From an optimization exercise on the open Yosys and OpenROAD flow, aimed at small area and a short achievable clock period; shortcuts taken in it are not production practice. At most, simulation tests tie the RTL to the original design; equivalence was not proved. The flow treats the clock pin as an ideal source, which a real chip does not have. Power is estimated from default activity; no workload was simulated.

==> flow/design.v <==
module fpadder(input [15:0] A, input [15:0] B, input clk, input rst, output reg [15:0] C);
reg        sa1, sb1, abig1;
reg [4:0]  eb1, d1;
reg [9:0]  ma1, mb1;
always @(posedge clk) begin
	sa1   <= A[15];
	sb1   <= B[15];
	abig1 <= A[14:0] > B[14:0];
	eb1   <= B[14:10];
	d1    <= A[14:10] - B[14:10];
	ma1   <= A[9:0];
	mb1   <= B[9:0];
end
wire [9:0]  xm1 = abig1 ? ma1 : mb1;
wire [9:0]  ym1 = abig1 ? mb1 : ma1;
wire [4:0]  sh1 = abig1 ? d1 : -d1;
wire [10:0] ys = {1'b1, ym1} >> sh1[3:0];
wire [10:0] yv = sh1[4] ? 11'd0 : ys;
wire        sub1 = sa1 ^ sb1;
reg        sign2, sub2;
reg [4:0]  exp2;    
reg [9:0]  xm2;
reg [10:0] ym2;
always @(posedge clk) begin
	sign2 <= abig1 ? sa1 : sb1;
	sub2  <= sub1;
	exp2  <= eb1 + (abig1 ? d1 : 5'd0) + 5'd1;
	xm2   <= xm1;
	ym2   <= yv ^ {11{sub1}};
end
wire [12:0] s = {2'b01, xm2, 1'b1} + {sub2, ym2, sub2};
reg        sign3;
reg [4:0]  exp3;    
reg [11:0] s3;
always @(posedge clk) begin
	sign3 <= sign2;
	exp3  <= exp2;
	s3    <= s[12:1];
end
reg [3:0] k;
always @(*) begin
	casez (s3[11:1])
	11'b1??????????: k = 4'd0;
	11'b01?????????: k = 4'd1;
	11'b001????????: k = 4'd2;
	11'b0001???????: k = 4'd3;
	11'b00001??????: k = 4'd4;
	11'b000001?????: k = 4'd5;
	11'b0000001????: k = 4'd6;
	11'b00000001???: k = 4'd7;
	11'b000000001??: k = 4'd8;
	11'b0000000001?: k = 4'd9;
	11'b00000000001: k = 4'd10;
	default:         k = 4'd1;
	endcase
end
wire [12:0] w = {s3, 1'b0} << k;
wire [5:0]  en = {exp3, 1'b1} + {1'b1, ~k, 1'b1};    
wire [4:0]  e = en[5:1];
wire zero = ~sign3 && exp3 == 5'd1 && s3 == 12'h800;
always @(posedge clk)
	C <= {sign3, e[4:1], e[0] & ~zero, w[11:2]};
endmodule
export LEC_CHECK = 0
export ABC_AREA = 1
export CAP_MARGIN = 20
export CORE_MARGIN = 2
export CORE_UTILIZATION = 45
export CTS_BUF_LIST = sky130_fd_sc_hd__clkbuf_4 sky130_fd_sc_hd__clkbuf_8
export CTS_CLUSTER_DIAMETER = 80
export CTS_CLUSTER_SIZE = 50
export SETUP_SLACK_MARGIN = 2.3
export SLEW_MARGIN = 20
export TNS_END_PERCENT = 0
create_clock -name core_clock -period 4.0 [get_ports {clk}]
standard.sh (not shown) runs the stock make flow with config.mk's settings and CLKGATE_MAP_FILE= SYNTH_SCRIPT=/design/flow/synth_recipe.tcl, a recipe that flattens the netlist after the stock synthesis.
==> flow/flow/run.sh <==
#!/bin/bash
# Standard layout, with plain buffers (not delay cells) on the ports.
set -euo pipefail
export BUFFER_PORTS_ARGS="-buffer_cell sky130_fd_sc_hd__buf_2"
bash standard.sh > standard.log 2>&1
The first run completed with no timing, DRC or antenna violations.
Rerun with:
==> flow/flow/run.sh (replaced) <==
#!/bin/bash
# Standard layout, with plain buffers (not delay cells) on the ports, and the
# platform's don't-use list extended by slow wide gates (flow/dont_use.txt).
set -euo pipefail
export BUFFER_PORTS_ARGS="-buffer_cell sky130_fd_sc_hd__buf_2"
bash standard.sh "DONT_USE_CELLS=$(cat flow/dont_use.txt)" finish > standard.log 2>&1
==> flow/flow/dont_use.txt (new file) <==
sky130_fd_sc_hd__lpflow_bleeder_1 sky130_fd_sc_hd__lpflow_clkbufkapwr_1 sky130_fd_sc_hd__lpflow_clkbufkapwr_16 sky130_fd_sc_hd__lpflow_clkbufkapwr_2 sky130_fd_sc_hd__lpflow_clkbufkapwr_4 sky130_fd_sc_hd__lpflow_clkbufkapwr_8 sky130_fd_sc_hd__lpflow_clkinvkapwr_1 sky130_fd_sc_hd__lpflow_clkinvkapwr_16 sky130_fd_sc_hd__lpflow_clkinvkapwr_2 sky130_fd_sc_hd__lpflow_clkinvkapwr_4 sky130_fd_sc_hd__lpflow_clkinvkapwr_8 sky130_fd_sc_hd__lpflow_decapkapwr_12 sky130_fd_sc_hd__lpflow_decapkapwr_3 sky130_fd_sc_hd__lpflow_decapkapwr_4 sky130_fd_sc_hd__lpflow_decapkapwr_6 sky130_fd_sc_hd__lpflow_decapkapwr_8 sky130_fd_sc_hd__lpflow_inputiso0n_1 sky130_fd_sc_hd__lpflow_inputiso0p_1 sky130_fd_sc_hd__lpflow_inputiso1n_1 sky130_fd_sc_hd__lpflow_inputiso1p_1 sky130_fd_sc_hd__lpflow_inputisolatch_1 sky130_fd_sc_hd__lpflow_isobufsrc_1 sky130_fd_sc_hd__lpflow_isobufsrc_16 sky130_fd_sc_hd__lpflow_isobufsrc_2 sky130_fd_sc_hd__lpflow_isobufsrc_4 sky130_fd_sc_hd__lpflow_isobufsrc_8 sky130_fd_sc_hd__lpflow_isobufsrckapwr_16 sky130_fd_sc_hd__lpflow_lsbuf_lh_hl_isowell_tap_1 sky130_fd_sc_hd__lpflow_lsbuf_lh_hl_isowell_tap_2 sky130_fd_sc_hd__lpflow_lsbuf_lh_hl_isowell_tap_4 sky130_fd_sc_hd__lpflow_lsbuf_lh_isowell_4 sky130_fd_sc_hd__lpflow_lsbuf_lh_isowell_tap_1 sky130_fd_sc_hd__lpflow_lsbuf_lh_isowell_tap_2 sky130_fd_sc_hd__lpflow_lsbuf_lh_isowell_tap_4 sky130_fd_sc_hd__probe_p_8 sky130_fd_sc_hd__probec_p_8   sky130_fd_sc_hd__or4_* sky130_fd_sc_hd__or4b_* sky130_fd_sc_hd__or4bb_* sky130_fd_sc_hd__or3_* sky130_fd_sc_hd__or3b_*
--- a/flow/config.mk
+++ b/flow/config.mk
@@ -8 +7,0 @@
-export ABC_AREA = 1
@@ -11 +10 @@
-export CORE_UTILIZATION = 45
+export CORE_UTILIZATION = 65
@@ -15 +14 @@
-export SETUP_SLACK_MARGIN = 2.3
+export SETUP_SLACK_MARGIN = 2.0
What happened: Total power drops by 3.2%; die area drops by 31%; synthesized area drops by 2.3%; routed wire length drops by 11%; critical path depth stays the same; clock-buffer cell count does not change; worst hold slack is better by 0.011 ns; via count drops by 13%; register-to-register slack is worse by 0.35 ns; final area drops by 5.0%; first-iteration DRC count drops by 16%.
Rerun with:
==> flow/flow/run.sh (replaced) <==
#!/bin/bash
# Standard layout, with plain buffers (not delay cells) on the ports and a
# second setup repair after clock tree synthesis.
set -euo pipefail
export BUFFER_PORTS_ARGS="-buffer_cell sky130_fd_sc_hd__buf_2"
export POST_CTS_TCL="$PWD/flow/extra_repair.tcl"
bash standard.sh > standard.log 2>&1
==> flow/flow/extra_repair.tcl (new file) <==
# A second setup repair after CTS, from where the first one stopped.
estimate_parasitics -placement
repair_timing -setup -setup_margin $::env(SETUP_SLACK_MARGIN) -repair_tns 0 -verbose
detailed_placement
--- a/flow/config.mk
+++ b/flow/config.mk
@@ -7,0 +8 @@
+export ABC_AREA = 1
@@ -10 +11 @@
-export CORE_UTILIZATION = 65
+export CORE_UTILIZATION = 40
@@ -14 +15 @@
-export SETUP_SLACK_MARGIN = 2.0
+export SETUP_SLACK_MARGIN = 2.3
removed: flow/flow/dont_use.txt
Effect: Routed wire length went up by a few percent; non-clock buffer count went down by 2; sequential cell count does not change; sequential share of layout area went down by 1.0 points; worst setup slack improves by 0.31 ns.

## v26
RTL: the design.v shown in full above, as it stands there.
==> flow/config.mk <==
export PLATFORM = sky130hd
export DESIGN_NAME = fpadder
export DESIGN_NICKNAME = fpadder
export VERILOG_FILES = /design/flow/design.v
export SDC_FILE = /design/flow/constraint.sdc
export NUM_CORES = 4
export LEC_CHECK = 0
export ABC_AREA = 1
export CAP_MARGIN = 20
export CORE_MARGIN = 2
export CORE_UTILIZATION = 65
export CTS_BUF_LIST = sky130_fd_sc_hd__clkbuf_4 sky130_fd_sc_hd__clkbuf_8
export CTS_CLUSTER_DIAMETER = 80
export CTS_CLUSTER_SIZE = 50
export SETUP_SLACK_MARGIN = 2.0
export SLEW_MARGIN = 20
export TNS_END_PERCENT = 0
==> flow/constraint.sdc <==
create_clock -name core_clock -period 4.0 [get_ports {clk}]
set_input_delay 0.8000 -clock core_clock [delete_from_list [all_inputs] [get_ports {clk}]]
set_output_delay 0.8000 -clock core_clock [all_outputs]
set_load 0.01 [all_outputs]
==> flow/flow/run.sh <==
#!/bin/bash
# Standard layout, with plain buffers (not delay cells) on the ports.
set -euo pipefail
export BUFFER_PORTS_ARGS="-buffer_cell sky130_fd_sc_hd__buf_2"
bash standard.sh > standard.log 2>&1
## Diff of input files: v16 against v26
Settings: a change of SETUP_SLACK_MARGIN from 2.0 to 2.3; a change of TNS_END_PERCENT from 0 to 10; a change of CORE_UTILIZATION from 65 to 40.
==> comparison <==
In the reports for v26 and v16, the larger initial cell density of the core belongs to v26.
Summary of the comparison: overall power consumption is lower in v16, relative to v26.
Compared to v26, the router laid down less metal wire for v16.
~same register area in v26 and v16
Relative to v26, the design area of v16 is higher by 160 um^2.
Going from v26 to v16, the placed cell area was found to have gone up by 2.1%.
As far as clock skew is concerned, v26 and v16 perform about the same.
v16 vs v26, signed area change from the synthesized netlist to the final layout went up by 3.3 points.
When v16 is set beside v26, its fraction of power consumed by the clock network turns out to be 3.2 points smaller.
--- input diff v16..v4 ---
Settings: CORE_UTILIZATION changed from 40 to 50; TNS_END_PERCENT changed from 10 to 0.
==> run summary <==
Die area | v4 < v16
When the final numbers for v4 and v16 were put side by side, the total placed cells including tap cells turned out to be smaller in v4.
Wire length of the first global-routing pass ended up about 0.4% higher on v4 than on v16.
Against v16 as the reference, v4 delivers a lower growth of design area from synthesis to finish.
Relative to v16, count of clock-net buffers in the final layout decreased by 2 in v4.
Register clock-pin slew on the reported worst setup and hold paths: v16 vs v4, no meaningful difference
Pin count of the biggest net entering global routing on v4 is up relative to v16.
Side by side, met1 layer wirelength in the final routing turned out higher in v4 than in v16.
On post-route worst setup slack, v4 and v16 are neck and neck.
> inputs changed (v4 -> v7)
Settings: a change of CORE_UTILIZATION from 50 to 65; a change of SETUP_SLACK_MARGIN from 2.3 to 2.0; a deleted ABC_AREA that had been 1.
[summary]
v7 — final non-filler cell area about 6.4% lower, v4 as reference. In the flow results for v7 and v4, the multi-input logic cell count is larger on v4. [compare] base=v4 new=v7: met3 track utilization from global routing picked up an extra 1.1 points; fraction of standard cell area that is sequential higher; die extent in y shows a reduction of 13 um. Delta (v7 minus v4): global routing usage on met1 shows an increase of 3.1 points; global-route usage shows an increase of 2.0 points; share of the clock period used by the worst path shows an increase of 9.2 points; core utilization shows an increase of 16 points; synthesized instance count shows a reduction of 137. Summary of the comparison: buffer share of cell area is lower in v7, relative to v4.
> inputs changed (v7 -> v52)
Settings: SETUP_SLACK_MARGIN changed from 2.0 to 1.7.
==> run summary <==
Relative to v7, logic gate share of total power decreased by 1.7 points in v52. Compared with v7, in v52 global-route usage went down; fraction of area in registers increased 0.67 points; hold buffer count at cts neither gained nor lost much. [compare] base=v7 new=v52: area of all placed cells without fillers went down, post-route total power went down, number of post-CTS setup repair buffers now smaller, wire length of the first global-routing pass -about 2%, post-detailed-routing wire length decreased about 5%. Of v52 and v7, the lower total of plain and repair buffers excluding clock buffers belongs to v52. v52 ends up with a register-to-register slack that is 0.18 ns lower than in v7.

## run 5
Starts from the design.v that is shown in full above.
Settings: LEC_CHECK=0, ABC_AREA=1, CAP_MARGIN=20, CORE_MARGIN=2, CORE_UTILIZATION=50, CTS_BUF_LIST=sky130_fd_sc_hd__clkbuf_4 sky130_fd_sc_hd__clkbuf_8, CTS_CLUSTER_DIAMETER=80, CTS_CLUSTER_SIZE=50, SETUP_SLACK_MARGIN=2.6, SLEW_MARGIN=20, TNS_END_PERCENT=0; clock period 4.0 ns.
Scripts as last shown in full above: flow/flow/run.sh
The inputs of run 4 differ from those of run 5 as listed below.
- changing CORE_UTILIZATION from 50 to 30
- changing SETUP_SLACK_MARGIN from 2.6 to 2.3
Notes after the runs:
Run 4 vs run 5 on worst setup margin: run 4 is the higher one.
Combinational group share of total power came out lower on run 4 than on run 5.
Run 4 packs its core looser than run 5.
Final cycle utilization of the critical path: run 4 vs run 5 down 0.66 points
Run 4: length of routed met3 wiring higher than run 5

the reference run:
RTL: the design.v shown in full above, as it stands there.
clock: 4.0 ns
lec_check: 0
cap_margin: 20
core_margin: 2
core_utilization: 65
cts_buf_list: sky130_fd_sc_hd__clkbuf_4 sky130_fd_sc_hd__clkbuf_8
cts_cluster_diameter: 80
cts_cluster_size: 50
setup_slack_margin: 2.5
slew_margin: 20
tns_end_percent: 0
Scripts as last shown in full above: flow/flow/run.sh
Input changes introduced in the trial run (baseline for comparison: the reference run):
# the reference run
export LEC_CHECK = 0
export CAP_MARGIN = 20
export CORE_MARGIN = 2
export CORE_UTILIZATION = 65
export CTS_BUF_LIST = sky130_fd_sc_hd__clkbuf_4 sky130_fd_sc_hd__clkbuf_8
export CTS_CLUSTER_DIAMETER = 80
export CTS_CLUSTER_SIZE = 50
export SETUP_SLACK_MARGIN = 2.5
export SLEW_MARGIN = 20
export TNS_END_PERCENT = 0
create_clock -name core_clock -period 4.0 [get_ports {clk}]
# the trial run
export LEC_CHECK = 0
export ABC_AREA = 1
export CAP_MARGIN = 20
export CORE_MARGIN = 2
export CORE_UTILIZATION = 40
export CTS_BUF_LIST = sky130_fd_sc_hd__clkbuf_4 sky130_fd_sc_hd__clkbuf_8
export CTS_CLUSTER_DIAMETER = 80
export CTS_CLUSTER_SIZE = 50
export SETUP_SLACK_MARGIN = 2.3
export SLEW_MARGIN = 20
export TNS_END_PERCENT = 0
create_clock -name core_clock -period 4.0 [get_ports {clk}]
### Flow results
Taking the reference run as the reference point, the simple-gate share of the synthesized area of the trial run rises by 14 points. From the reference run to the trial run the numbers moved as follows: parity-gate share of the synthesized area counting xor and xnor cells moved down, number of gates given a new drive strength after cts went up by 4. Per the comparison of the trial run with the reference run, final cell count moved up; clock buffer count grew by 4. Between the reference run and the trial run, clock group total power increased. The final setup slack of the worst path reported for the trial run is greater than that of the reference run by 400 ps. Data required time of the critical path: the trial run vs the reference run up 50 ps. When the trial run is measured against the reference run, its power turns out 0.068 mW higher.

== before ==
fpadder, a different RTL version from the one above (not shown whole).
Size in the first run: ~440 cells after synthesis, roughly 95 flip-flops, ~50 I/O pins, roughly 4500 µm² of cells after synthesis.
Settings: LEC_CHECK=0, CAP_MARGIN=20, CORE_MARGIN=2, CORE_UTILIZATION=40, SLEW_MARGIN=20; clock period 4.0 ns.
run.sh (not shown) runs the stock make flow with config.mk's settings and CLKGATE_MAP_FILE= SYNTH_SCRIPT=/design/flow/synth_recipe.tcl, a recipe that flattens the netlist after the stock synthesis.
Stock flow here: none of the scripts above is used.
The following lists how after was set up differently from before:
Settings: SETUP_SLACK_MARGIN newly set to 2.0.
Results
- For the area growth from synthesis to final layout, after came in 19 points higher than before did.
- before consumes less power than after.
- Sequential fraction of total cell area: after vs before down 4.4 points
- The combinational power reported for after is greater than that of before by about 50%.
- The run showing the smaller minimum clock period is after.
- Re number of max-slew violations in the final report: no difference whatsoever between before and after.
- The share of final-layout standard cells stronger than drive strength 1 reported for after is greater than that of before by 21 points.
- | detailed placer's ending HPWL | after vs before | worse |
No functional check of the RTL was part of any run of this note.

Another version of the RTL of fpadder (not shown whole).
Size: ~95 flip-flops, ~50 I/O pins, about 4700 µm² of cells after synthesis.
clock: 4.0 ns
lec_check: 0
abc_area: 1
cap_margin: 20
core_margin: 2
core_utilization: 65
cts_buf_list: sky130_fd_sc_hd__clkbuf_4 sky130_fd_sc_hd__clkbuf_8
cts_cluster_diameter: 80
cts_cluster_size: 50
gpl_timing_driven: 1
setup_slack_margin: 2.0
slew_margin: 20
tns_end_percent: 0
standard.sh (not shown) runs the stock make flow with config.mk's settings and CLKGATE_MAP_FILE= SYNTH_SCRIPT=/design/flow/synth_recipe.tcl, a recipe that flattens the netlist after the stock synthesis.
Scripts as last shown in full above: flow/flow/run.sh
Edit:
Settings changed: CORE_UTILIZATION 65 to 50, GPL_TIMING_DRIVEN 1 to unset, SETUP_SLACK_MARGIN 2.0 to 2.3.
Combinational power climbs by about 7%.
Power increases by 4.2%.
Final cell count grows by 2.8%.

[afterwards: timing with drivers on the ports]
The flow's constraints put no driver on any port. The routed layouts listed below were extracted and timed again, unchanged, in two steps.
Step 1 assumes that a clkbuf_16 drives the clock port and a buf_2 every other input.
Step 2 times the ports against the registers' clock, not the clock port: input delays grow and output delays shrink by t, the midpoint of the rising clock arrivals with the driver on.
Slacks: no drivers / after step 1 / after step 2; pairs: no drivers / after step 1.
run	t (ns)	setup slack, ns	hold WS [ns]
the first run of note 1	0.381	2.122 / 2.130 / 1.749	0.321 / 0.321 / 0.321
the second run of note 1	0.384	1.828 / 1.828 / 1.578	0.332 / 0.332 / 0.332
the third run of note 1	0.392	2.143 / 2.143 / 1.824	0.319 / 0.319 / 0.319
v26	0.388	2.052 / 2.052 / 1.835	0.334 / 0.334 / 0.334
v16	0.392	2.147 / 2.147 / 1.818	0.326 / 0.326 / 0.326
v4	0.377	2.147 / 2.147 / 1.871	0.335 / 0.335 / 0.335
v7	0.377	1.779 / 1.779 / 1.558	0.331 / 0.331 / 0.331
v52	0.369	1.603 / 1.603 / 1.559	0.331 / 0.331 / 0.331
run 5	0.377	2.147 / 2.147 / 1.871	0.335 / 0.335 / 0.335
run 4	0.389	2.174 / 2.174 / 1.818	0.333 / 0.333 / 0.333
the reference run	0.377	1.779 / 1.779 / 1.558	0.331 / 0.331 / 0.331
the trial run	0.401	2.175 / 2.175 / 1.827	0.318 / 0.318 / 0.318
before	0.383	1.107 / 1.107 / 0.820	0.329 / 0.329 / 0.329
after	0.387	1.705 / 1.705 / 1.633	0.334 / 0.334 / 0.334
the first run of note 6	0.389	1.992 / 1.992 / 1.737	0.330 / 0.330 / 0.330
the second run of note 6	0.382	2.039 / 2.039 / 1.745	0.321 / 0.321 / 0.321
After both steps setup and hold are still met in every run listed. The setup slack of the first run of note 1, which loses most, moves by +0.008 ns with the drivers and by -0.373 ns with both steps.
